This is an optimization exercise on Yosys and OpenROAD, whose aim is small area, a short achievable clock period and few clock cycles per item, not a production implementation. Function was checked by simulation only, so behaviour that the tests miss may differ from the original.

==> job 4938 <==
## calc
module calc(clk,rst,A,B,C,pushA,stopA,pushB,stopB,pushC,stopC,Z,pushZ);
Settings: LEC_CHECK=0, CAP_MARGIN=20, CORE_MARGIN=2, CORE_UTILIZATION=62, CTS_CLUSTER_DIAMETER=80, CTS_CLUSTER_SIZE=24, SLEW_MARGIN=20, SYNTH_HIERARCHICAL=1, SYNTH_MINIMUM_KEEP_SIZE=0; clock period 9.0 ns.
standard.sh (not shown) runs the stock make flow with config.mk's settings and CLKGATE_MAP_FILE= SYNTH_SCRIPT=/design/flow/synth_recipe.tcl, a recipe that flattens the netlist after the stock synthesis.
==> flow/flow/run.sh <==
#!/bin/bash
# The standard layout (the standard.sh: ORFS synthesis, floorplan, placement, CTS and
# routing, unchanged) with its timing repair aiming for a setup slack of 5.6 ns.
set -euo pipefail
bash standard.sh SETUP_SLACK_MARGIN=5.6 finish > standard_make.log 2>&1
==> job 8657 (differences from job 4938) <==
==> flow/flow/run.sh (replaced) <==
#!/bin/bash
# The standard layout (the standard.sh: ORFS synthesis, floorplan, placement, CTS and
# routing, unchanged) with its timing repair aiming for a setup slack of 5.75 ns, and with buf_1 as the cell that buffers each port.
set -euo pipefail
bash standard.sh SETUP_SLACK_MARGIN=5.75 "BUFFER_PORTS_ARGS=-buffer_cell sky130_fd_sc_hd__buf_1" finish > standard_make.log 2>&1
==> qor summary <==
| quantity | job 4938 | job 8657 |
|---|---|---|
| Run status | timing/DRC/antenna clean | timing/DRC/antenna clean |
| Met1 global-route usage | 0.481 | 0.492 |
| Multi-input combinational area share | 0.635 | 0.626 |
| Gates resized, CTS repair | 203 | 342 |
| Storage cell area | 25,200 µm² | 25,300 µm² |
| Sum of routed wire segments on met1 | 101,000 µm | 103,000 µm |
| N_diodes | 4 | 18 |
| Metal3 WL | 27,400 µm | 32,100 µm |
| Number of CTS-inserted buffers | 73 | 75 |
| Source of the worst register-to-register timing path | p4_sum10282 | p4_rc11 |
| Slack of the critical path | 5.59 ns | 5.63 ns |
| Reg-to-Reg End | p5_s3649 | p5_s3651 |
| Worst Hold Slack | 0.314 ns | 0.322 ns |
| Number of global-route vias before repair | 61.2k | 61.4k |
| Post-Place Worst Slack | 5.00 ns | 5.04 ns |
| Signed area change from the synthesized netlist to the final layout | 8.93% | 11.4% |
| Worst-case hold path end point | p3_ra14 | p3_rb3 |
| Number of buffers inserted by post-CTS setup repair | 48 | 95 |
| Number of nets in the finished design | 9,055 | 9,181 |
| Gpl congestion | 0.997 | 0.981 |
| Met2 capacity usage during global routing | 0.608 | 0.623 |
Testbench counts of job 4938, summed over its fixed seeds: cycles 16,056, items 16,000.
Testbench counts of job 8657, summed over its fixed seeds: cycles 16,056, items 16,000.

========
==> run a <==
calc again, from the RTL that the note above started with.
export LEC_CHECK = 0
export ABC_AREA = 1
export CAP_MARGIN = 20
export CORE_MARGIN = 2
export CORE_UTILIZATION = 62
export CTS_CLUSTER_DIAMETER = 80
export CTS_CLUSTER_SIZE = 24
export SLEW_MARGIN = 20
export SYNTH_HIERARCHICAL = 1
export SYNTH_MINIMUM_KEEP_SIZE = 0
create_clock -name core_clock -period 9.0 [get_ports {clk}]
==> flow/flow/run.sh <==
#!/bin/bash
# The standard layout (the standard.sh: ORFS synthesis, floorplan, placement, CTS and
# routing, unchanged) with its timing repair aiming for a setup slack of 5.65 ns, and with buf_1 as the cell that buffers each port.
set -euo pipefail
bash standard.sh SETUP_SLACK_MARGIN=5.65 "BUFFER_PORTS_ARGS=-buffer_cell sky130_fd_sc_hd__buf_1" finish > standard_make.log 2>&1
==> inputs of run b, as changes to run a <==
Settings changed: ABC_AREA 1 to unset, CTS_CLUSTER_DIAMETER 80 to 100, CTS_CLUSTER_SIZE 24 to 32.
==> inputs of run c, as changes to run a <==
==> flow/flow/run.sh (replaced) <==
#!/bin/bash
# The standard layout (the standard.sh: ORFS synthesis, floorplan, placement, CTS and
# routing, unchanged) with its timing repair aiming for a setup slack of 5.5 ns, and with buf_1 as the cell that buffers each port.
set -euo pipefail
bash standard.sh SETUP_SLACK_MARGIN=5.5 "BUFFER_PORTS_ARGS=-buffer_cell sky130_fd_sc_hd__buf_1" finish > standard_make.log 2>&1
Settings changed: ABC_AREA 1 to unset.
==> results.txt <==
item	run b	run a	run c
Reg2reg path depth	11	8	11
Pin count of the biggest net entering global routing	59	36	59
M1 wire length	101000 µm	110000 µm	99500 µm
Proportion of cell area occupied by multi-input gates	0.645	0.584	0.649
Mux share of post-synthesis cell area	0.000115	0.00501	0.000115
Layout Nets	9044	11112	9004
Number of standard cells in the layout, taps in and fillers out	9055	11196	9040
Cts bufs inserted	48	80	76
Initial detailed-routing violation count	6736	8345	6058
ClkCell Share	0.0168	0.0279	0.0285
Most instantiated library cell after synthesis	sky130_fd_sc_hd__fa_1	sky130_fd_sc_hd__nand2_1	sky130_fd_sc_hd__fa_1
Worst flop-to-flop path startpoint	p3_sum5472$_DFF_P_	p4_sum21481$_DFF_P_	p4_sum214813$_DFF_P_
Time the final worst path needs with I/O delays and setup	3.40 ns	3.54 ns	3.55 ns
Area taken by flip-flops and latches	25200 µm²	25200 µm²	25100 µm²
Initial antenna violation count	8	17	12
Number of distinct library cell variants in the gate-level netlist after synthesis	63	55	63
Layout clock buffers	54	88	90
Outcome	timing/DRC/antenna clean	timing/DRC/antenna clean	timing/DRC/antenna clean
Router iterations before antenna repair	9	10	10
Slack of the worst reg-to-reg path	5.60 ns	5.46 ns	5.45 ns
Testbench counts of run a, summed over its fixed seeds: cycles 16,056, items 16,000.
Testbench counts of run b, summed over its fixed seeds: cycles 16,056, items 16,000.
Testbench counts of run c, summed over its fixed seeds: cycles 16,056, items 16,000.

========
==> trial 91 <==
calc again, from the RTL that the note above started with.
export LEC_CHECK = 0
export CAP_MARGIN = 20
export CORE_MARGIN = 2
export CORE_UTILIZATION = 62
export CTS_CLUSTER_DIAMETER = 90
export CTS_CLUSTER_SIZE = 28
export SLEW_MARGIN = 20
export SYNTH_HIERARCHICAL = 1
export SYNTH_MINIMUM_KEEP_SIZE = 0
create_clock -name core_clock -period 9.0 [get_ports {clk}]
==> flow/flow/run.sh <==
#!/bin/bash
# The standard layout (the standard.sh: ORFS synthesis, floorplan, placement, CTS and
# routing, unchanged) with its timing repair aiming for a setup slack of 5.65 ns, and with buf_1 as the cell that buffers each port.
set -euo pipefail
bash standard.sh SETUP_SLACK_MARGIN=5.65 "BUFFER_PORTS_ARGS=-buffer_cell sky130_fd_sc_hd__buf_1" finish > standard_make.log 2>&1
==> build 15 (differences from trial 91) <==
CTS_CLUSTER_DIAMETER = 80   (was 90)
CTS_CLUSTER_SIZE = 24   (was 28)
==> results.txt <==
Between trial 91 and build 15, the lower wire length is in build 15 (gap 0.68%, measured against build 15).
Against build 15, the global-route usage of trial 91 is lower by 0.089 points.
Between build 15 and trial 91, the lower first-iteration DRC count is in build 15 (gap 2.2%, measured against trial 91).
In sequential cell count, trial 91 and build 15 do not differ.
Testbench counts of trial 91, summed over its fixed seeds: cycles 16,056, items 16,000.
Testbench counts of build 15, summed over its fixed seeds: cycles 16,056, items 16,000.

static timing again, ports no longer ideal:
No port has a modelled driver above. Below, the same layouts with a new extraction and two added sets of constraints.
Step 1 assumes that a clkbuf_16 drives the clock port and a buf_2 every other input.
Step 2 moves the port delays by t, midway between the first and last clock arrival at a register: inputs arrive t later, outputs are due t later. That takes back most of the time a late clock gives input paths.
a / b / c = ideal ports / drivers / drivers and shift; a / b = the first two.
run	t, ns	slack for setup (ns)	worst register clock-pin slew, ns
job 4938	0.788	5.593 / 5.580 / 5.593	0.10 / 0.10
job 8657	0.787	5.633 / 5.633 / 5.633	0.10 / 0.10
run a	0.832	5.464 / 5.464 / 5.464	0.10 / 0.10
run b	0.803	5.604 / 5.604 / 5.604	0.12 / 0.12
run c	0.796	5.454 / 5.454 / 5.454	0.10 / 0.10
trial 91	0.809	5.667 / 5.667 / 5.667	0.12 / 0.12
build 15	0.806	5.616 / 5.616 / 5.616	0.10 / 0.10
After both steps every run listed still meets setup and hold.
